From an optimization exercise on the open Yosys and OpenROAD flow, aimed at small area, a short achievable clock period and few clock cycles per item; shortcuts taken in it are not production practice. Function was checked by simulation only, so behaviour that the tests miss may differ from the original.

## flow/design.v (module list and top-level ports; edited modules follow where they fit)
// module fft: 2914 lines
// module fa: 4 lines
module fft (
    input wire clk,
    input wire rst_n,
    input wire start,
    input wire [127:0] x_real_flat,
    input wire [127:0] x_imag_flat,
    output wire [127:0] X_real_flat,
    output wire [127:0] X_imag_flat,
    output logic done
);
  // ...
==> flow/run.sh <==
#!/bin/bash
# synth_recipe.tcl (not shown) runs the flow's synth.tcl, then flattens the netlist and writes it again
# the make line also repeats each setting of config.mk as NAME=value (left out here)
make -C /OpenROAD-flow-scripts/flow DESIGN_CONFIG=/design/flow/config.mk WORK_HOME=/design/flow/orfs CLKGATE_MAP_FILE= SYNTH_SCRIPT=/design/flow/synth_recipe.tcl finish
==> flow/config.mk <==
export PLATFORM = sky130hd
export DESIGN_NAME = fft
export DESIGN_NICKNAME = fft
export VERILOG_FILES = /design/flow/design.v
export SDC_FILE = /design/flow/constraint.sdc
export NUM_CORES = 4
export LEC_CHECK = 0
export CAP_MARGIN = 20
export CORE_MARGIN = 2
export CORE_UTILIZATION = 30
export SLEW_MARGIN = 20
export SYNTH_HIERARCHICAL = 1
export SYNTH_MINIMUM_KEEP_SIZE = 0
==> flow/constraint.sdc <==
create_clock -name core_clock -period 10.0 [get_ports {clk}]
set_input_delay 2.0000 -clock core_clock [delete_from_list [all_inputs] [get_ports {clk}]]
set_output_delay 2.0000 -clock core_clock [all_outputs]
set_load 0.01 [all_outputs]
==> impl_metrics.env, run 1 <==
export IMPL_drive_above_1_share_pct=3.92
export IMPL_status="no timing/DRC/antenna violations"
export IMPL_start_util_pct=30.2
export IMPL_cp_common_cell="fa_1"
export IMPL_report_final_slew_viol_count=0
export IMPL_yosys_most_used_dff="dfxtp_1"
export IMPL_multi_input_area_um2=20200
export IMPL_cp_data_required_time_ps=8000
export IMPL_ys_seq_area_share_pct=20.4
export IMPL_synth_xor_area_share_pct=2.54
export IMPL_grt_max_degree=12
export IMPL_relSlewSlack_pct=61.5
export IMPL_first_global_vias=18200
export IMPL_ctsResizeCount=0
export IMPL_utilization_pct=36.8
export IMPL_dominant_cells="multi-input gates"
export IMPL_hold_class="input port to async pin"
export IMPL_tns_ps=0
export IMPL_ys_top_cells_by_area="fa_1, dfxtp_1, buf_4"
export IMPL_cts_tree="built"
export IMPL_cp_cell_sequence="inv_1, fa_1, inv_1, fa_2, fa_1, fa_1, fa_1, fa_1, fa_1, fa_1, fa_1, fa_1, inv_1, fa_1, fa_1, xor2_1, clkdlybuf4s50_1"
export IMPL_cts_htree_levels=2
export IMPL_inv_count=444
export IMPL_dieArea_um2=101000
export IMPL_drt_wl_total_um=87900
export IMPL_coreArea_um2=98100
export IMPL_place_area_um2=34700
export IMPL_nMultiInputCombCells=1085
export IMPL_startpoint_type="flop"
export IMPL_areaGrowthSynthToFinish_pct=22.0
export IMPL_instances_no_fill=3723
export IMPL_cp_top_family="adder cells"
export IMPL_finalCritPeriodShare_pct=96.6
export IMPL_final_cell_mix="fa_1, clkdlybuf4s50_1, inv_1"
export IMPL_cp_depth=17
export IMPL_place_ws_ps=403
export IMPL_async_flop_share_pct=0.332
export IMPL_antenna_cells=12
export IMPL_fin_crit_ps=9660
Testbench counts, summed over its fixed seeds: cycles 2,408, items 2,400.
==> run 2, diff against run 1 <==
==> flow/flow/run.sh (new file) <==
#!/bin/bash
# Layout flow: the standard ORFS flow (standard.sh), with the input and
# output port buffers made sky130_fd_sc_hd__buf_1 instead of the flow's default
# buffer. Every port still gets its own buffer.
set -euo pipefail
bash standard.sh "BUFFER_PORTS_ARGS=-buffer_cell sky130_fd_sc_hd__buf_1" finish > standard_flow.log 2>&1
==> flow/standard.sh (new file) <==
#!/bin/bash
# synth_recipe.tcl (not shown) runs the flow's synth.tcl, then flattens the netlist and writes it again
# the make line also repeats each setting of config.mk as NAME=value (left out here)
make -C /OpenROAD-flow-scripts/flow DESIGN_CONFIG=/design/flow/config.mk WORK_HOME=/design/flow/orfs CLKGATE_MAP_FILE= SYNTH_SCRIPT=/design/flow/synth_recipe.tcl "${@:-finish}"
removed: flow/run.sh
==> run 2 against run 1 <==
- fmax is 1.7% higher
- die area stayed put
- worst setup slack better by 160 ps
- hold slack worse by 380 ps
- highest routed layer unchanged
==> impl_metrics.env, run 2 <==
export IMPL_status="no timing/DRC/antenna violations"
export IMPL_die_height_um=318
export IMPL_ctsResizeCount=0
export IMPL_synth_top_area_cell="fa_1"
export IMPL_critPathSlowestCell="xor2_2"
export IMPL_coreArea_um2=98100
export IMPL_fp_row_count=115
export IMPL_fin_crit_ps=9500
export IMPL_numClockSinks=301
export IMPL_globalplace_congestion=0.897
export IMPL_grt_pass1_wl_um=127000
export IMPL_syn_num_nets=3306
export IMPL_via_count=14900
export IMPL_synth_simple_area_share_pct=0.0549
export IMPL_cts_root_buf="clkbuf_16"
export IMPL_yosys_most_used_dff="dfxtp_1"
export IMPL_instances_no_fill=3723
export IMPL_synthAdderAreaFrac_pct=65.5
export IMPL_rsz0062_at_grt="false"
export IMPL_path_class="flop to output port"
export IMPL_io_pins=516
export IMPL_ys_ff_latch=301
export IMPL_grt_max_degree=14
export IMPL_async_flop_share_pct=0.332
export IMPL_firstDrtPassIters=5
export IMPL_synthTopCellsByCount="fa_1, inv_1, dfxtp_1"
export IMPL_areaGrowthSynthToFinish_pct=11.3
export IMPL_grt_overflow_total=0
export IMPL_hold_class="input port to async pin"
export IMPL_place_ws_ps=756
export IMPL_finalSetupViolations=0
export IMPL_netlist_area_leader_share_pct=62.6
export IMPL_report_final_slew_viol_count=0
export IMPL_dpl_cell_count=3635
export IMPL_ys_seq_area_share_pct=20.4
export IMPL_ys_warn_count=7
export IMPL_ys_top_cells_by_area="fa_1, dfxtp_1, buf_4"
export IMPL_muxShareOfSynthArea_pct=0
export IMPL_synth_compound_area_share_pct=0
export IMPL_synth_xor_area_share_pct=2.54
export IMPL_dpl_hpwl_um=84000
export IMPL_hold_viol_final=0
export IMPL_drc_errors=0
export IMPL_cp_data_required_time_ps=8000
export IMPL_cts_buffers=40
export IMPL_cts_htree_levels=2
export IMPL_finalCritPeriodShare_pct=95.0
export IMPL_syn_inst=2063
export IMPL_path_clk_slew_ps=60
export IMPL_die_w_um=318
export IMPL_max_freq_mhz=105
export IMPL_drt_iter0_markers=707
export IMPL_start_util_pct=30.2
export IMPL_cp_common_cell="fa_1"
export IMPL_worst_slew_pin_slew_ps=955
export IMPL_first_global_vias=17900
export IMPL_post_drt_via_cell_ratio=3.99
export IMPL_cp_max_fo=11
export IMPL_slowest_delay_ps=790
export IMPL_synth_distinct_cells=11
export IMPL_tns_ps=0
export IMPL_port_buffer_count=515
export IMPL_final_cell_mix="fa_1, buf_1, inv_1"
export IMPL_drt_wl_total_um=88200
export IMPL_cp_cell_sequence="inv_1, fa_1, fa_1, fa_1, xor2_2, fa_1, fa_1, fa_1, fa_1, fa_1, fa_1, inv_1, fa_1, fa_1, xor2_1, buf_1"
export IMPL_cts_hold_buf=0
export IMPL_cts_tree="built"
export IMPL_grt_antenna_before_repair=29
export IMPL_final_common_cell="fa_1"
export IMPL_syn_avg_cell_area_um2=14.4
export IMPL_hold_slack_ps=1180
export IMPL_synth_top_family_by_area="adder cells"
export IMPL_grt_usage_pct=18.2
export IMPL_post_cts_buffers=0
export IMPL_drtAntennaViolNets=0
export IMPL_cp_top_family="adder cells"
export IMPL_syn_area_um2=29600
export IMPL_worst_path_buf_inv=3
export IMPL_setup_worst_path_end_class="output port"
export IMPL_finalNetCount=3633
export IMPL_fillers=9831
export IMPL_synth_most_common_cell="fa_1"
export IMPL_startpoint_type="flop"
export IMPL_drv_cap=0
export IMPL_avgRoutedWirePerCell_um=23.7
export IMPL_relSlewSlack_pct=36.3
export IMPL_fin_ws_ps=501
export IMPL_drive_above_1_share_pct=3.60
export IMPL_cts_path_max_buffers=3
export IMPL_dieArea_um2=101000
export IMPL_synth_edf_count=0
export IMPL_cp_data_arrival_time_ps=7500
[run 2: changes by cell type in the layout (fill, tap and decap cells not counted), moves of 3 or more]
cell | previous run | this run
buf_1 | 0 | 515
bufinv_16 | 1 | 9
clkbuf_8 | 11 | 2
clkdlybuf4s50_1 | 515 | 0
clkinv_2 | 9 | 5
clkinv_4 | 1 | 4
diode_2 | 12 | 16
xnor2_1 | 53 | 56
xnor2_2 | 5 | 2
[run 2: layer usage]
| layer | up-vias | GRT usage (%) | routed length [um] |
|---|---|---|---|
| li1 | 6295 | - | - |
| met1 | 7987 | 19.2 | 29600 |
| met2 | 436 | 33.8 | 48300 |
| met3 | 110 | 5.99 | 7280 |
| met4 | 26 | 5.92 | 2940 |
| met5 | - | 0 | 149 |
[run 2: modules after synthesis (local to each module, per instance)]
module	cells	times used	area (um^2)
fa	1	926	20.0
fft	1137	1	11100
[run 2: final cells by class]
class	instances	area [um^2]	share of cell area (%)
multi-input cells	1085	20200	61.3
flip-flops and latches	301	6030	18.3
repair buffers	518	1960	5.93
inverters	444	1670	5.06
well taps	1287	1610	4.89
clock buffers	47	1070	3.24
clock inverters	25	388	1.18
diodes	16	40.0	0.121
[run 2: worst paths after layout]
path                              start               to  depth (start not counted)
max in group asynchronous         rst_n   done$_DFF_PN0_                          1
worst max-delay path       r996$_DFF_P_  X_imag_flat[95]                         16
min in group core_clock           start   done$_DFF_PN0_                          1
worst min-delay path              rst_n   done$_DFF_PN0_                          1
[run 2: per-stage QoR]
step                util [%]  instance area, um^2
floorplan                  -                29600
global placement        32.1                31500
detailed placement      32.1                31500
CTS                     33.5                32900
global route            33.6                32900
finish                  33.6                33000
[run 2: kinds of logic after synthesis]
kind of cell	Yosys count
buffers and inverters	677
DFF	301
and+or+nand+nor	3
xor gates and xnor gates	86
adders and majority gates	996

[separate check: timing with driven ports]
The results above use ideal ports. As a check the final layouts listed here were re-extracted and re-timed, cells and wires unchanged. Step 1: set_driving_cell puts a clkbuf_16 on clk and a buf_2 on each other input, an assumption about the parent block. Step 2, shift: input delay + t, output delay - t, t = (earliest + latest rising clock arrival at the registers) / 2. This alone moves slack from input paths to output paths. Three values: ideal, step 1, step 2; two values: the first two.
run | t (ns) | slack for setup (ns) | worst setup path after step 2 | latest minus earliest clock arrival (ns)
run 1 | 0.643 | 0.337 / 0.270 / 0.473 | input to register | 0.038 / 0.039
run 2 | 0.635 | 0.501 / 0.435 / 0.801 | input to register | 0.038 / 0.037
After both steps setup and hold are still met in every run listed.
